What follows belongs to an exercise in optimizing a design on an open flow for small area and a short achievable clock period; a production flow would make more cautious choices. The RTL was checked by simulation tests, not by an equivalence proof against the original design. No driver is modelled on the clock port, so clocking that relies on it looks cheaper here than on a real chip. No activity file was given, so power comes from the tool's default toggle rates.

Design alu_top, start of the top module:
module alu_top(
    input                 clk,
    input        [31 : 0] A,
    input        [31 : 0] B,
    input        [3  : 0] aluop,
    output logic [31 : 0] alures,
    output logic          ZF,
    output logic          OF
);
    logic [31 : 0] A_r, B_r;
    logic [3  : 0] aluop_r;
    logic [31 : 0] alures_w;
    logic          ZF_w, OF_w;
    always_ff @(posedge clk) begin
        A_r     <= A;
        B_r     <= B;
        aluop_r <= aluop;
    end
    alu U_alu(
        .A      (A_r),
        .B      (B_r),
        .aluop  (aluop_r),
        .alures (alures_w),
        .ZF     (ZF_w),
        .OF     (OF_w)
    );
    always_ff @(posedge clk) begin
        alures <= alures_w;
        ZF     <= ZF_w;
        OF     <= OF_w;
    end
endmodule
Size: roughly 1900 cells after synthesis, roughly 100 I/O pins, ~19000 um^2 of cells after synthesis.
export LEC_CHECK = 0
export CAP_MARGIN = 20
export CORE_MARGIN = 2
export CORE_UTILIZATION = 40
export SLEW_MARGIN = 20
export SYNTH_HIERARCHICAL = 1
create_clock -name core_clock -period 15.0 [get_ports {clk}]
standard.sh (not shown) runs the stock make flow with config.mk's settings and CLKGATE_MAP_FILE= SYNTH_SCRIPT=/design/flow/synth_recipe.tcl, a recipe that flattens the netlist after the stock synthesis.
==> flow/flow/run.sh <==
#!/bin/bash
# The standard layout (the standard.sh, standard synthesis unchanged) with:
# - after CTS, flow/skew.tcl instead of the standard timing repair: the result registers'
#   clock is delayed (useful skew for the register-to-register paths), then setup and
#   hold repair;
# - timing repair after global routing aiming for a larger setup margin, on the worst
#   path only;
# - the smallest buffer as the buffer on each port.
set -euo pipefail
bash standard.sh SETUP_SLACK_MARGIN=10 TNS_END_PERCENT=0 \
    "BUFFER_PORTS_ARGS=-buffer_cell sky130_fd_sc_hd__buf_1" \
    SKIP_CTS_REPAIR_TIMING=1 "POST_CTS_TCL=$PWD/flow/skew.tcl" finish > flow.log 2>&1
==> flow/flow/skew.tcl <==
set skew_block [ord::get_db_block]
set skew_db [ord::get_db]
set skew_chain [list sky130_fd_sc_hd__dlygate4sd3_1 sky130_fd_sc_hd__dlygate4sd3_1 \
  sky130_fd_sc_hd__dlygate4sd1_1 sky130_fd_sc_hd__clkbuf_8]
# setup repair aims for this slack (the clock period less the period it aims for)
set skew_setup_margin 10

set skew_groups [dict create]
foreach inst [$skew_block getInsts] {
  if { [regexp {^(alures\\?\[[0-9]+\\?\]|ZF|OF)\$_DFF_P_$} [$inst getName]] } {
    set net [[$inst findITerm CLK] getNet]
    dict lappend skew_groups [$net getName] $inst
  }
}
set k 0
foreach netname [dict keys $skew_groups] {
  set insts [dict get $skew_groups $netname]
  set sx 0
  set sy 0
  foreach inst $insts {
    lassign [$inst getLocation] x y
    set sx [expr { $sx + $x }]
    set sy [expr { $sy + $y }]
  }
  set cx [expr { int($sx / [llength $insts]) }]
  set cy [expr { int($sy / [llength $insts]) }]
  set prev [$skew_block findNet $netname]
  set j 0
  foreach mname $skew_chain {
    set master [$skew_db findMaster $mname]
    set cell [odb::dbInst_create $skew_block $master "skew_${k}_${j}"]
    set out [odb::dbNet_create $skew_block "skew_net_${k}_${j}"]
    $out setSigType CLOCK
    set in_term ""
    set out_term ""
    foreach mt [$master getMTerms] {
      if { [$mt getSigType] != "SIGNAL" } { continue }
      if { [$mt getIoType] == "INPUT" } { set in_term [$mt getName] }
      if { [$mt getIoType] == "OUTPUT" } { set out_term [$mt getName] }
    }
    [$cell findITerm $in_term] connect $prev
    [$cell findITerm $out_term] connect $out
    $cell setLocation $cx $cy
    $cell setPlacementStatus PLACED
    set prev $out
    incr j
  }
  foreach inst $insts {
    set ck [$inst findITerm CLK]
    $ck disconnect
    $ck connect $prev
  }
  puts "skew: [llength $insts] result registers on $netname now behind [llength $skew_chain] cells"
  incr k
}

detailed_placement
estimate_parasitics -placement
report_clock_skew
repair_timing -setup -setup_margin $skew_setup_margin -repair_tns 0 -match_cell_footprint -verbose
# hold repair may use setup slack only down to just below what setup repair reached
set skew_wns [sta::worst_slack -max]
puts "skew: worst setup slack $skew_wns"
repair_timing -hold -setup_margin [expr { $skew_wns - 0.05 }] -hold_margin 0.2 -match_cell_footprint -verbose
detailed_placement
estimate_parasitics -placement

# Hold paths left: put a delay cell in front of the input pin nearest the endpoint
# that lies on no setup-critical path.
set skew_n 0
for { set it 0 } { $it < 8 } { incr it } {
  set pes [find_timing_paths -path_delay min -group_path_count 100 -slack_max 0.15]
  if { [llength $pes] == 0 } { break }
  set done_pins [dict create]
  foreach pe $pes {
    set need [expr { 0.15 - [get_property $pe slack] }]
    set pts [lreverse [get_property $pe points]]
    foreach pt [lrange $pts 1 end] {
      set pin [get_property $pt pin]
      if { [get_property $pin direction] != "input" } { continue }
      if { [get_property $pin slack_max] < $skew_wns + $need + 0.5 } { continue }
      set pname [get_full_name $pin]
      if { [dict exists $done_pins $pname] } { break }
      dict set done_pins $pname 1
      set slash [string last "/" $pname]
      set inst [$skew_block findInst [string range $pname 0 [expr { $slash - 1 }]]]
      set iterm [$inst findITerm [string range $pname [expr { $slash + 1 }] end]]
      set net [$iterm getNet]
      set mname sky130_fd_sc_hd__dlygate4sd1_1
      if { $need > 0.35 } { set mname sky130_fd_sc_hd__dlygate4sd3_1 }
      set master [$skew_db findMaster $mname]
      set cell [odb::dbInst_create $skew_block $master "holdfix_$skew_n"]
      set out [odb::dbNet_create $skew_block "holdfix_net_$skew_n"]
      $iterm disconnect
      [$cell findITerm A] connect $net
      [$cell findITerm X] connect $out
      $iterm connect $out
      lassign [$inst getLocation] x y
      $cell setLocation $x $y
      $cell setPlacementStatus PLACED
      puts "skew: hold delay $mname in front of $pname (needed [format %.3f $need])"
      incr skew_n
      break
    }
  }
  detailed_placement
  estimate_parasitics -placement
}
check_placement -verbose
report_clock_skew
report_checks -path_delay max -format end -group_path_count 5
report_checks -path_delay min -format end -group_path_count 5
The starting point ran to the end with no violations.
Edit:
--- a/flow/flow/skew.tcl
+++ b/flow/flow/skew.tcl
@@ -2,5 +2,5 @@
 set skew_db [ord::get_db]
 set skew_chain [list sky130_fd_sc_hd__dlygate4sd3_1 sky130_fd_sc_hd__dlygate4sd3_1 \
-  sky130_fd_sc_hd__dlygate4sd1_1 sky130_fd_sc_hd__clkbuf_8]
+  sky130_fd_sc_hd__clkbuf_8]
 # setup repair aims for this slack (the clock period less the period it aims for)
 set skew_setup_margin 10
Core utilization grows by 0.15 points.
Total power hardly moves.
Final area hardly moves.
Final cell count hardly moves.
Critical path depth shrinks by 1.
Global-route usage hardly moves.
Edit:
--- a/flow/flow/skew.tcl
+++ b/flow/flow/skew.tcl
@@ -2,5 +2,5 @@
 set skew_db [ord::get_db]
 set skew_chain [list sky130_fd_sc_hd__dlygate4sd3_1 sky130_fd_sc_hd__dlygate4sd3_1 \
-  sky130_fd_sc_hd__clkbuf_8]
+  sky130_fd_sc_hd__dlygate4sd2_1 sky130_fd_sc_hd__clkbuf_8]
 # setup repair aims for this slack (the clock period less the period it aims for)
 set skew_setup_margin 10
The changed run went through all stages and came out clean.
Combinational power stays flat.
Total power goes up by 0.46%.
Sequential power hardly moves.
Final cell count goes down by 0.74%.
Clock power goes up by about 5%.
Synthesized cell count stays the same.
Maximum frequency goes up by 3.7%.
Edit:
--- a/flow/flow/run.sh
+++ b/flow/flow/run.sh
@@ -8,5 +8,5 @@
 # - the smallest buffer as the buffer on each port.
 set -euo pipefail
-bash standard.sh SETUP_SLACK_MARGIN=10 TNS_END_PERCENT=0 \
+bash standard.sh SETUP_SLACK_MARGIN=9.5 TNS_END_PERCENT=0 \
     "BUFFER_PORTS_ARGS=-buffer_cell sky130_fd_sc_hd__buf_1" \
     SKIP_CTS_REPAIR_TIMING=1 "POST_CTS_TCL=$PWD/flow/skew.tcl" finish > flow.log 2>&1
--- a/flow/flow/skew.tcl
+++ b/flow/flow/skew.tcl
@@ -4,5 +4,5 @@
   sky130_fd_sc_hd__dlygate4sd2_1 sky130_fd_sc_hd__clkbuf_8]
 # setup repair aims for this slack (the clock period less the period it aims for)
-set skew_setup_margin 10
+set skew_setup_margin 9.5
 
 set skew_groups [dict create]
The changed run finished clean.
Cell count came out lower by about 1%.
Core utilization came out lower by 0.97 points.
Combinational power came out lower by about 2%.
Sequential cell count does not change.
Register-to-register slack gets worse by 0.08 ns.
Setup slack gets worse by 0.085 ns.
Total power came out lower by 1.4%.
Global-route usage came out lower by 2.1 points.
Routed wire length came out lower by 3.7%.

what the ideal ports hide:
The flow's constraints put no driver on any port. The routed layouts listed below were extracted and timed again, unchanged, in two steps. Step 1: set_driving_cell puts a clkbuf_16 on clk and a buf_2 on each other input, an assumption about the parent block. Step 2, shift: input delay + t, output delay - t, t = (earliest + latest rising clock arrival at the registers) / 2. This alone moves slack from input paths to output paths. Slacks: ideal ports / drivers / drivers and shift; pairs: ideal ports / drivers.
run	t (ns)	setup WS [ns]	latest minus earliest clock arrival (ns)	slew at the worst register clock pin (ns)	pins driven straight from the clock port
the first run	1.172	9.545 / 9.545 / 9.545	1.458 / 1.458	0.08 / 0.08	1
the second run	1.068	9.336 / 9.336 / 9.336	1.255 / 1.255	0.08 / 0.08	1
the third run	1.177	9.538 / 9.538 / 9.538	1.473 / 1.473	0.08 / 0.08	1
the fourth run	1.182	9.453 / 9.453 / 9.453	1.470 / 1.470	0.08 / 0.08	1
Clock arrivals are far apart in every run listed, so t is only a midpoint there and step 2 fits no single register.
